This is an optimization exercise on Yosys and OpenROAD, whose aim is small area and a short achievable clock period, not a production implementation. Only simulation tests tie the RTL to the original design; equivalence was not proved.

Design lab2_pipe, start of the top module:
module lab2_pipe (
    input clk,
    input rst,
    input start,
    input [31:0] x,
    output reg rdy,
    output [31:0] y
);
Size: about 2,900 cells after synthesis, about 350 flip-flops, ~68 I/O pins, ~0.030 mm2 of cells after synthesis.
export LEC_CHECK = 0
export CAP_MARGIN = 20
export CORE_MARGIN = 2
export CORE_UTILIZATION = 40
export CTS_CLUSTER_DIAMETER = 60
export CTS_CLUSTER_SIZE = 30
export PLACE_DENSITY = 0.6
export SLEW_MARGIN = 75
export SYNTH_HIERARCHICAL = 1
create_clock -name core_clock -period 15.0 [get_ports {clk}]
standard.sh (not shown) runs the stock make flow with config.mk's settings and CLKGATE_MAP_FILE= SYNTH_SCRIPT=/design/flow/synth_recipe.tcl, a recipe that flattens the netlist after the stock synthesis.
==> flow/flow/run.sh <==
#!/bin/bash
set -euo pipefail
export BUFFER_PORTS_ARGS="-buffer_cell sky130_fd_sc_hd__buf_2"
bash standard.sh > standard_flow.log 2>&1
The first run produced a clean layout.
Edit:
CORE_UTILIZATION = 70   (was 40)
CTS_CLUSTER_DIAMETER = 80   (was 60)
CTS_CLUSTER_SIZE = 22   (was 30)
PLACE_DENSITY = 0.8   (was 0.6)
After rerunning: Design area went down by 2.3%; synthesized cell count does not change; worst setup slack gets worse by 200 ps; area after synthesis stays the same.
Edit:
CORE_UTILIZATION = 60   (was 70)
PLACE_DENSITY = 0.75   (was 0.8)
=>
- The changed run ran to the end with no violations
- routed wire length shrinks by a few percent
- worst setup slack improved by 220 ps
- register-to-register slack improved by 280 ps
- non-clock buffer count came out lower by 11
- flip-flop and latch count does not change
- cell area barely changes
- via count decreases slightly

* * *

Setup of lagoon:
Another version of the RTL of lab2_pipe (not shown whole).
Size in the first run: about 68 I/O pins, ~30000 um^2 of cells after synthesis.
clock: 15.0 ns
lec_check: 0
cap_margin: 20
core_margin: 2
core_utilization: 40
cts_cluster_diameter: 60
cts_cluster_size: 30
place_density: 0.6
slew_margin: 75
synth_hierarchical: 1
Scripts as last shown in full above: flow/flow/run.sh
lagoon was carried through to the last stage, and its layout satisfied the timing, design-rule and antenna checks.
Setup changes, lagoon to maple
Settings: CTS_CLUSTER_SIZE now 22, was 30; SLEW_MARGIN now 80, was 75; CTS_CLUSTER_DIAMETER now 80, was 60.
### Flow results
- Taking lagoon as the reference, in maple global-route wire length before repair ~0 delta, via count of the first global-routing pass held.
- Changes observed in maple relative to lagoon: maximum frequency decreased by 1.7% relative to the old numbers; final worst-path setup slack decreased by 0.073 ns relative to the old numbers; total of cells resized after clock tree synthesis closely matched the old numbers.
The inputs of zinc differ from those of maple as listed below.
Settings: SLEW_MARGIN: 80 -> 20; CTS_CLUSTER_SIZE: 22 -> unset; CTS_CLUSTER_DIAMETER: 80 -> unset.
==> flow/run.sh (new file) <==
#!/bin/bash
# synth_recipe.tcl (not shown) runs the flow's synth.tcl, then flattens the netlist and writes it again
# the make line also repeats each setting of config.mk as NAME=value (left out here)
make -C /OpenROAD-flow-scripts/flow DESIGN_CONFIG=/design/flow/config.mk WORK_HOME=/design/flow/orfs CLKGATE_MAP_FILE= SYNTH_SCRIPT=/design/flow/synth_recipe.tcl finish
removed: flow/flow/run.sh
removed: flow/standard.sh
### Flow results
Fraction of the cycle the final worst path needs ended up 2.6 points higher on zinc than on maple. Both conditions hold for zinc: the flow ran to the end and the final layout passed the timing, design-rule and antenna checks. Of maple and zinc, maple shows the higher area growth from synthesis to layout, with zinc below it. maple vs zinc, worst-path cell with the longest stage delay: sky130_fd_sc_hd__fa_4 vs sky130_fd_sc_hd__dfxtp_1. Area of all placed cells without fillers for zinc: 570 um^2 down relative to maple. zinc gives more final-layout fill cell count than maple did. | total track usage | maple vs zinc | ≈ equal |.
Setup changes, zinc to yarrow
Settings: swapping 20 for 65 in SLEW_MARGIN; putting CTS_CLUSTER_DIAMETER at 80 where nothing was set; putting CTS_CLUSTER_SIZE at 22 where nothing was set.
==> flow/flow/run.sh (new file) <==
#!/bin/bash
set -euo pipefail
export BUFFER_PORTS_ARGS="-buffer_cell sky130_fd_sc_hd__buf_2"
bash standard.sh > standard_flow.log 2>&1
==> flow/standard.sh (new file) <==
#!/bin/bash
# synth_recipe.tcl (not shown) runs the flow's synth.tcl, then flattens the netlist and writes it again
# the make line also repeats each setting of config.mk as NAME=value (left out here)
make -C /OpenROAD-flow-scripts/flow DESIGN_CONFIG=/design/flow/config.mk WORK_HOME=/design/flow/orfs CLKGATE_MAP_FILE= SYNTH_SCRIPT=/design/flow/synth_recipe.tcl "${@:-finish}"
removed: flow/run.sh
- Compared with zinc, in yarrow clock-buffer cell count went down; slew of the pin with the lowest slew margin has decreased; number of logic stages on the critical path including buffering went up; cell area dropped 1.3%.
- yarrow — critical path required time 0.04 ns lower, zinc as reference
- yarrow: all stages complete, timing, DRC and antenna checks passed
- Re total grt overflow: no difference whatsoever between yarrow and zinc.

* * *

P:
RTL: one of the versions met above, not the one the previous note started from.
For scale: ~2,900 cells after synthesis, about 68 I/O pins.
Settings: LEC_CHECK=0, CAP_MARGIN=20, CORE_MARGIN=2, CORE_UTILIZATION=60, CTS_CLUSTER_DIAMETER=80, CTS_CLUSTER_SIZE=22, PLACE_DENSITY=0.7, SLEW_MARGIN=75, SYNTH_HIERARCHICAL=1; clock period 15.0 ns.
==> flow/flow/run.sh <==
#!/bin/bash
set -euo pipefail
export BUFFER_PORTS_ARGS="-buffer_cell sky130_fd_sc_hd__buf_2"
bash standard.sh > standard_flow.log 2>&1
> inputs changed (P -> Q)
# P
export LEC_CHECK = 0
export CAP_MARGIN = 20
export CORE_MARGIN = 2
export CORE_UTILIZATION = 60
export CTS_CLUSTER_DIAMETER = 80
export CTS_CLUSTER_SIZE = 22
export PLACE_DENSITY = 0.7
export SLEW_MARGIN = 75
export SYNTH_HIERARCHICAL = 1
create_clock -name core_clock -period 15.0 [get_ports {clk}]
# Q
export LEC_CHECK = 0
export CAP_MARGIN = 20
export CORE_MARGIN = 2
export CORE_UTILIZATION = 40
export CTS_CLUSTER_DIAMETER = 80
export CTS_CLUSTER_SIZE = 22
export PLACE_DENSITY = 0.7
export SLEW_MARGIN = 60
export SYNTH_HIERARCHICAL = 1
create_clock -name core_clock -period 15.0 [get_ports {clk}]
### Flow results
- Per the comparison of Q with P, growth of design area from synthesis to finish shrank by 0.72 points; clock-pin slew on the worst setup and hold paths grew by 20 ps; global routing usage summed across all routing layers shrank by 11 points; portion of the clock cycle consumed by the worst path in the final layout grew by 1.2 points; count of vias placed by the detailed router shrank by about 2.3%.
- Between P and Q, the sequential share of layout area is lower for Q.
- Compare P and Q | effective utilization at floorplan lower: Q
- DRC marker count from the first detailed-route iteration: Q < P
## Diff of input files: R against Q
# Q
export LEC_CHECK = 0
export CAP_MARGIN = 20
export CORE_MARGIN = 2
export CORE_UTILIZATION = 40
export CTS_CLUSTER_DIAMETER = 80
export CTS_CLUSTER_SIZE = 22
export PLACE_DENSITY = 0.7
export SLEW_MARGIN = 60
export SYNTH_HIERARCHICAL = 1
create_clock -name core_clock -period 15.0 [get_ports {clk}]
# R
export LEC_CHECK = 0
export CAP_MARGIN = 20
export CORE_MARGIN = 2
export CORE_UTILIZATION = 55
export CTS_CLUSTER_DIAMETER = 80
export CTS_CLUSTER_SIZE = 22
export PLACE_DENSITY = 0.7
export SLEW_MARGIN = 75
export SYNTH_HIERARCHICAL = 1
create_clock -name core_clock -period 15.0 [get_ports {clk}]
==> notes.md <==
- Compared with Q, R shows a higher sequential share of layout area.
- Going from Q to R, flip-flop and latch count roughly the same, HPWL after detailed placement higher, least setup slack across all paths after layout higher.
The inputs of S differ from those of R as listed below.
# R
export LEC_CHECK = 0
export CAP_MARGIN = 20
export CORE_MARGIN = 2
export CORE_UTILIZATION = 55
export CTS_CLUSTER_DIAMETER = 80
export CTS_CLUSTER_SIZE = 22
export PLACE_DENSITY = 0.7
export SLEW_MARGIN = 75
export SYNTH_HIERARCHICAL = 1
create_clock -name core_clock -period 15.0 [get_ports {clk}]
# S
export LEC_CHECK = 0
export CAP_MARGIN = 20
export CORE_MARGIN = 2
export CORE_UTILIZATION = 40
export CTS_BUF_LIST = sky130_fd_sc_hd__clkbuf_8
export CTS_CLUSTER_DIAMETER = 60
export CTS_CLUSTER_SIZE = 16
export PLACE_DENSITY = 0.7
export SLEW_MARGIN = 75
export SYNTH_HIERARCHICAL = 1
create_clock -name core_clock -period 15.0 [get_ports {clk}]
Findings:
- Initial antenna violation count in S vs R: up 2
- S has fraction of final layout cells with drive strength greater than 1 above what R had.
- S: via count lower than R
- Compared to R, S has layout overhead on the synthesized area 1.0 points higher.
- Top routing layer in use: met4 -> R, met5 -> S
- Between R and S, the clock transition time at the flip-flop clock pins of the worst setup and hold paths figures differ only marginally.
- Against R as the reference, S delivers a lower global-route track usage on met1.
Modified inputs, T compared to S
# S
export LEC_CHECK = 0
export CAP_MARGIN = 20
export CORE_MARGIN = 2
export CORE_UTILIZATION = 40
export CTS_BUF_LIST = sky130_fd_sc_hd__clkbuf_8
export CTS_CLUSTER_DIAMETER = 60
export CTS_CLUSTER_SIZE = 16
export PLACE_DENSITY = 0.7
export SLEW_MARGIN = 75
export SYNTH_HIERARCHICAL = 1
create_clock -name core_clock -period 15.0 [get_ports {clk}]
# T
export LEC_CHECK = 0
export CAP_MARGIN = 20
export CORE_MARGIN = 2
export CORE_UTILIZATION = 40
export CTS_BUF_LIST = sky130_fd_sc_hd__clkbuf_8
export CTS_CLUSTER_DIAMETER = 60
export CTS_CLUSTER_SIZE = 16
export PLACE_DENSITY = 0.6
export SLEW_MARGIN = 75
export SYNTH_HIERARCHICAL = 1
create_clock -name core_clock -period 15.0 [get_ports {clk}]
T finished every stage and its layout cleared the timing, design-rule and antenna checks.
Of T and S, the run reporting the lower total of fill cells in the finished design was S.
Diff S -> T: least setup slack across all paths after layout went up, non-clock buffer count went up about 3.4%.
In terms of number of placed instances with taps included, T and S differ only marginally.

[afterwards: timing with drivers on the ports]
How much do the figures lean on ideal ports? The routed layouts below were timed once more, with nothing changed but the port constraints.
Step 1 (the two cells are an assumption about what drives the block):
set clk [get_ports {clk}]
set_driving_cell -lib_cell sky130_fd_sc_hd__clkbuf_16 $clk
set_driving_cell -lib_cell sky130_fd_sc_hd__buf_2 [delete_from_list [all_inputs] $clk]
Step 2 adds t to the input delays and takes it off the output delays; t is the mean of the earliest and latest rising clock arrival at the registers after step 1. Input paths then give back, and output paths get back, about the clock's delay inside the block.
a / b / c = ideal / step 1 / step 2; a / b = the first two.
run	t, ns	setup slack, ns	worst hold slack (ns)	worst setup path after step 2	slew at the worst register clock pin (ns)
the first run of note 1	0.629	10.977 / 10.904 / 10.832	0.329 / 0.329 / 0.329	input to register	0.10 / 0.10
the second run of note 1	0.630	10.776 / 10.776 / 10.776	0.324 / 0.324 / 0.324	register to register	0.09 / 0.09
the third run of note 1	0.603	10.996 / 10.944 / 10.902	0.329 / 0.329 / 0.329	input to register	0.09 / 0.09
lagoon	0.629	10.703 / 10.703 / 10.703	0.303 / 0.303 / 0.303	register to register	0.10 / 0.10
maple	0.656	10.630 / 10.630 / 10.630	0.323 / 0.323 / 0.323	register to register	0.09 / 0.09
zinc	0.627	10.244 / 10.244 / 9.722	0.310 / 0.310 / 0.310	input to register	0.07 / 0.07
yarrow	0.655	10.637 / 10.637 / 10.637	0.327 / 0.327 / 0.327	register to register	0.09 / 0.09
P	0.633	10.961 / 10.900 / 10.941	0.328 / 0.328 / 0.328	input to register	0.09 / 0.09
Q	0.644	10.775 / 10.775 / 10.775	0.331 / 0.331 / 0.331	register to register	0.10 / 0.10
R	0.631	10.960 / 10.906 / 10.852	0.324 / 0.324 / 0.324	input to register	0.09 / 0.09
S	0.676	10.849 / 10.788 / 11.011	0.324 / 0.324 / 0.324	input to register	0.11 / 0.11
T	0.672	10.899 / 10.837 / 10.858	0.320 / 0.320 / 0.320	input to register	0.10 / 0.10
After both steps setup and hold are still met in every run listed. The setup slack of zinc, which loses most, moves by 0.000 ns with the drivers and by -0.522 ns with both steps.
